This is an optimization exercise on Yosys and OpenROAD, whose aim is small area, not a production implementation.

==> run P: inputs <==
==> flow/design.v (excerpt) <==
module cordic_dds (
  input             clk,
  input             rst_n,
  input             cfg_vld,
  input      [31:0] cfg_freq_word,
  input      [31:0] cfg_phase_word,
  output reg        sig_vld_o,
  output     [15:0] sin_o,
  output     [15:0] cos_o
);
==> flow/config.mk <==
export PLATFORM = sky130hd
export DESIGN_NAME = cordic_dds
export DESIGN_NICKNAME = cordic_dds
export VERILOG_FILES = /design/flow/design.v
export SDC_FILE = /design/flow/constraint.sdc
export NUM_CORES = 4
export LEC_CHECK = 0
export ABC_AREA = 1
export CAP_MARGIN = 20
export CORE_MARGIN = 2
export CORE_UTILIZATION = 60
export SLEW_MARGIN = 20
==> flow/constraint.sdc <==
create_clock -name core_clock -period 5.0 [get_ports {clk}]
set_input_delay 1.0000 -clock core_clock [delete_from_list [all_inputs] [get_ports {clk}]]
set_output_delay 1.0000 -clock core_clock [all_outputs]
set_load 0.01 [all_outputs]
standard.sh (not shown) runs the stock make flow with config.mk's settings and CLKGATE_MAP_FILE= SYNTH_SCRIPT=/design/flow/synth_recipe.tcl, a recipe that flattens the netlist after the stock synthesis.
==> flow/flow/run.sh <==
#!/bin/bash
# Layout flow: the standard ORFS flow (standard.sh), with these changes:
#  - clock tree synthesis uses clkbuf_4 buffers in clusters of at most 10 sinks within
#    50 um, and inserts no dummy loads;
#  - the port buffers are buf_1 cells.
# Everything else (floorplan, power grid, tap cells, placement, routing, repair) is the
# standard flow. The full output of the ORFS run goes to standard.log in this work
# folder, and each ORFS step keeps its own log under orfs/logs/.
set -o pipefail
bash standard.sh \
  SYNTH_ARGS=-noabc \
  "CTS_ARGS=-sink_clustering_enable -repair_clock_nets -dont_use_dummy_load -buf_list sky130_fd_sc_hd__clkbuf_4 -sink_clustering_size 9 -sink_clustering_max_diameter 45" \
  "BUFFER_PORTS_ARGS=-buffer_cell sky130_fd_sc_hd__buf_1" \
  finish > standard.log 2>&1
==> inputs of run E, as changes to run P <==
--- a/flow/flow/run.sh
+++ b/flow/flow/run.sh
@@ -10,5 +10,5 @@
 bash standard.sh \
   SYNTH_ARGS=-noabc \
-  "CTS_ARGS=-sink_clustering_enable -repair_clock_nets -dont_use_dummy_load -buf_list sky130_fd_sc_hd__clkbuf_4 -sink_clustering_size 9 -sink_clustering_max_diameter 45" \
+  "CTS_ARGS=-sink_clustering_enable -repair_clock_nets -dont_use_dummy_load -buf_list sky130_fd_sc_hd__clkbuf_4 -sink_clustering_size 10 -sink_clustering_max_diameter 50" \
   "BUFFER_PORTS_ARGS=-buffer_cell sky130_fd_sc_hd__buf_1" \
   finish > standard.log 2>&1
==> run summary <==
Routed length on met2: run E 39200 um; run P 39100 um
Number of search-and-repair iterations in the first detailed-routing pass: run E 6; run P 5
Post-route fraction of the period consumed by the critical path: run E 94.9%; run P 94.9%
Required time worst endpoint: run E 5.71 ns; run P 5.72 ns
Net count reported at finish: run E 4306; run P 4314
M1 GR Usage: run E 30.2%; run P 29.9%
Number of DRC markers after the initial detailed-route iteration: run E 1287; run P 1233
Final non-clock buffer share: run E 2.04%; run P 2.03%
Overall Global Routing Usage: run E 25.3%; run P 25.2%
Multi-input gate share of total cell area: run E 50.9%; run P 50.8%
Worst relative slew slack: run E 34.0%; run P 35.4%
Hold Slack: run E 0.190 ns; run P 0.192 ns
Largest clock skew in the final design: run E 0.132 ns; run P 0.136 ns
Sum of met3 wire segment lengths after detailed routing: run E 2950 um; run P 3380 um
Mean routed wirelength per cell: run E 16.5 um; run P 16.4 um
Total routed wirelength: run E 76800 um; run P 76400 um
Status: run E no timing/DRC/antenna violations; run P no timing/DRC/antenna violations
M2 GR Usage: run E 46.4%; run P 46.2%
Post-layout instance area: run E 0.0382 mm^2; run P 0.0383 mm^2
Max Clk Rate: run E 211 MHz; run P 211 MHz
No run of this note included a check of the RTL's function; only the layout flow was run.

[static timing again, ports no longer ideal]
How much do the figures lean on ideal ports? The routed layouts below were timed once more, with nothing changed but the port constraints. Step 1 assumes that a clkbuf_16 drives the clock port and a buf_2 every other input. Step 2, shift: input delay + t, output delay - t, t = (earliest + latest rising clock arrival at the registers) / 2. This alone moves slack from input paths to output paths. Three values: ideal, step 1, step 2; two values: the first two.
| run | t (ns) | setup slack, ns | clock arrival spread, ns | worst slew at a driven data input, ns | cell pins on the clock port's net |
|---|---|---|---|---|---|
| run P | 0.849 | 0.255 / 0.255 / 0.255 | 0.152 / 0.152 | 0.04 | 1 |
| run E | 0.847 | 0.255 / 0.255 / 0.255 | 0.137 / 0.137 | 0.04 | 1 |
After both steps setup and hold are still met in every run listed.
